Source: an optimization exercise on an open RTL-to-GDS flow (aim: small area). Production flows keep margins and buffers that such runs may drop.
The RTL was checked by simulation tests, not by an equivalence proof against the original design.
Power figures rest on the tool's default switching activity, not on a simulated workload.

// blockRunner
module blockRunner(
    input wire CLK,              
    input wire RST_BTN,          
    output wire VGA_HS_O,        
    output wire VGA_VS_O,        
    output reg [3:0] VGA_R,      
    output reg [3:0] VGA_G,      
    output reg [3:0] VGA_B,      
    output wire a, ba, c, d, e, f, g,
    output wire a1, ba1, c1, d1, e1, f1, g1,
    output wire a2, ba2, c2, d2, e2, f2, g2,
    output wire a3, ba3, c3, d3, e3, f3, g3,
    input SW0,
    input KEY0,
    input KEY1,
    input KEY2,
    input KEY3
    );
For scale: about 49 I/O pins.
export LEC_CHECK = 0
export CAP_MARGIN = 20
export CORE_MARGIN = 2
export CORE_UTILIZATION = 40
export SLEW_MARGIN = 20
create_clock -name core_clock -period 10.0 [get_ports {CLK}]
standard.sh (not shown) runs the stock make flow with config.mk's settings and CLKGATE_MAP_FILE= SYNTH_SCRIPT=/design/flow/synth_recipe.tcl, a recipe that flattens the netlist after the stock synthesis.
==> flow/flow/run.sh <==
#!/bin/bash
# Own layout flow: the standard synthesis, then an area re-mapping of the logic between the
# registers (reabc.sh), then the standard layout from floorplan to finish.
# Each tool writes its full output to a log of its own in the work folder.
set -euo pipefail
HERE=$(cd "$(dirname "${BASH_SOURCE[0]}")" && pwd)
WORK=$(cd "$HERE/.." && pwd)
cd "$WORK"
YOSYS=$FLOW_HOME/../tools/install/yosys/bin/yosys
[[ -x $YOSYS ]] || YOSYS=yosys
LIB=$FLOW_HOME/platforms/$FLOW_PLATFORM/lib/sky130_fd_sc_hd__tt_025C_1v80.lib
R=$WORK/orfs/results/$FLOW_PLATFORM/blockRunner/base

bash standard.sh synth > "$WORK/flow_1_synth.log" 2>&1
cp "$R/1_2_yosys.v" "$WORK/1_2_yosys.standard.v"
YOSYS=$YOSYS bash "$HERE/reabc.sh" "$WORK/1_2_yosys.standard.v" "$WORK/1_2_yosys.reabc.v" "$LIB" "$FLOW_TOP" "$WORK/flow_2_reabc.log"
cp "$WORK/1_2_yosys.reabc.v" "$R/1_2_yosys.v"
rm -f "$R/1_synth.odb"
# Port buffers as the standard flow places them, but of the smallest buffer cell; a clock tree of
# small buffers without dummy loads.
bash standard.sh finish \
  "BUFFER_PORTS_ARGS=-buffer_cell sky130_fd_sc_hd__buf_1" \
  "CTS_ARGS=-sink_clustering_enable -repair_clock_nets -dont_use_dummy_load -buf_list sky130_fd_sc_hd__clkbuf_8 -root_buf sky130_fd_sc_hd__clkbuf_16 -sink_clustering_size 20 -sink_clustering_max_diameter 60" \
  > "$WORK/flow_3_layout.log" 2>&1
==> flow/flow/reabc.sh <==
#!/bin/bash
# usage: reabc.sh IN.v OUT.v LIB TOP LOG
# Re-maps the combinational logic of a mapped netlist for area with yosys/abc.
# Registers and tie cells are kept as black boxes, so their instances, names and cell types stay.
set -euo pipefail
IN=$1; OUT=$2; LIB=$3; TOP=$4; LOG=$5
YOSYS=${YOSYS:-yosys}
KEEP=$(grep -oE 'sky130_fd_sc_hd__(df|edf|sdf|dl|conb)[a-z0-9_]*' "$IN" | sort -u | tr '\n' ' ')
SCRIPT=${REABC_SCRIPT:-"+strash;dc2;dch,-f;map,-a;mfs2;strash;dc2;dch,-f;amap;mfs2;strash;dch,-f;amap;mfs2;strash;dch,-f;amap;topo"}
YS=$(dirname "$LOG")/reabc.ys
cat > "$YS" <<EOS
read_liberty -ignore_miss_func $LIB
read_verilog $IN
hierarchy -top $TOP
blackbox $KEEP
flatten
opt_clean
stat -liberty $LIB
abc -liberty $LIB -dont_use *lpflow* -dont_use *probe* -script "$SCRIPT"
opt_clean -purge
hilomap -singleton -hicell sky130_fd_sc_hd__conb_1 HI -locell sky130_fd_sc_hd__conb_1 LO
insbuf -buf sky130_fd_sc_hd__buf_4 A X
opt_clean -purge
stat -liberty $LIB
select -module $TOP
write_verilog -noattr -nohex -nodec -selected $OUT
EOS
$YOSYS -s "$YS" > $LOG 2>&1
Next try:
--- a/flow/design.v
+++ b/flow/design.v
@@ -103,20 +103,19 @@
     localparam [12:0] S5000 = 13'b0110110000010;    
     localparam [9:0]  S989  = 10'b0100001000;       
     localparam [9:0]  S1000 = 10'b0101100100;       
     reg cstep;                                      
     wire tickT  = (count == S5000);
     wire tickB  = (countB1 == S5000);
     wire sec    = (countTime == S1000);
     wire backDrop = (hx > 0) & (hx < 640) & (v > 300) & (v < 477);
     wire sun      = (hx > 475) & (hx < 550) & (v > 50) & (v < 125);
-    wire [9:0] D  = hx - (v[8] ? P : cl);
-    wire [9:0] ec3 = D;                        
+    wire [9:0] ec3 = hx - cl;                  
     wire [9:0] fc1 = hx - {cl[8:0], 1'b0};     
     wire wrap3 = (cl >= 10'd934);
     wire wrap2 = (cl >= 10'd634) & (cl <= 10'd733);
     wire wrap1 = (cl[8:0] >= 9'd417) & (cl[8:0] <= 9'd466);
     wire cloud  = ~blank & ~wrap1 & (fc1 > 10'd90) & (fc1 < 10'd190) & (v > 75)  & (v < 125);
     wire cloud2 = ~blank & ~wrap2 & (ec3 > 10'd290) & (ec3 < 10'd390) & (v > 100) & (v < 150);
     wire cloud3 = ~blank & ~wrap3 & (ec3 != 0) & (ec3 < 10'd90)  & (v > 85)  & (v < 135);
     wire clouds = cloud | cloud2 | cloud3;
     wire star = ((hx > 20)  & (hx < 25)  & (v > 50) & (v < 55))  |
@@ -161,18 +160,19 @@
     function [4:0] wid;
         input [3:0] t;
         case (t)
             4'd1: wid = 5'd15;
             4'd2: wid = 5'd10;
             4'd5, 4'd6, 4'd7: wid = 5'd25;
             default: wid = 5'd20;
         endcase
     endfunction
+    wire [9:0] D  = hx - P;
     wire [4:0] eA = D[4:0];               
     wire [4:0] eB = D[4:0] - 5'd8;        
     wire [4:0] eC = D[4:0] - 5'd2;        
     wire [4:0] eD = D[4:0] + 5'd4;        
     wire RA = (D[9:5] == 5'd0);
     wire RB = (D[9:5] == ((D[4:0] < 5'd8)  ? 5'd22 : 5'd21));
     wire RC = (D[9:5] == ((D[4:0] < 5'd2)  ? 5'd15 : 5'd14));
     wire RD = (D[9:5] == ((D[4:0] < 5'd28) ? 5'd7  : 5'd6));
     wire [4:0] eb = ({5{RA}} & eA) | ({5{RB}} & eB) | ({5{RC}} & eC) | ({5{RD}} & eD);
The changed run completed with no timing, DRC or antenna violations.
Total power came out higher by about 10%.
Synthesized cell count increases by about 3%.
Worst setup slack is better by 0.21 ns.
Clock skew goes down by 0.011 ns.
Critical path depth drops by 2.

-- static timing again, ports no longer ideal --
The flow's constraints put no driver on any port. The routed layouts listed below were extracted and timed again, unchanged, in two steps. Step 1 assumes that a clkbuf_16 drives the clock port and a buf_2 every other input. Step 2, shift: input delay + t, output delay - t, t = (earliest + latest rising clock arrival at the registers) / 2. This alone moves slack from input paths to output paths. Slacks: ideal ports / drivers / drivers and shift; pairs: ideal ports / drivers.
run | t (ns) | setup WS [ns] | hold slack, ns | clock arrival spread, ns | pins driven straight from the clock port
the first run | 0.420 | 0.785 / 0.738 / 1.158 | 0.426 / 0.426 / 0.426 | 0.044 / 0.044 | 1
the second run | 0.418 | 0.998 / 0.950 / 1.368 | 0.437 / 0.437 / 0.437 | 0.036 / 0.036 | 1
After both steps every run listed still meets setup and hold.
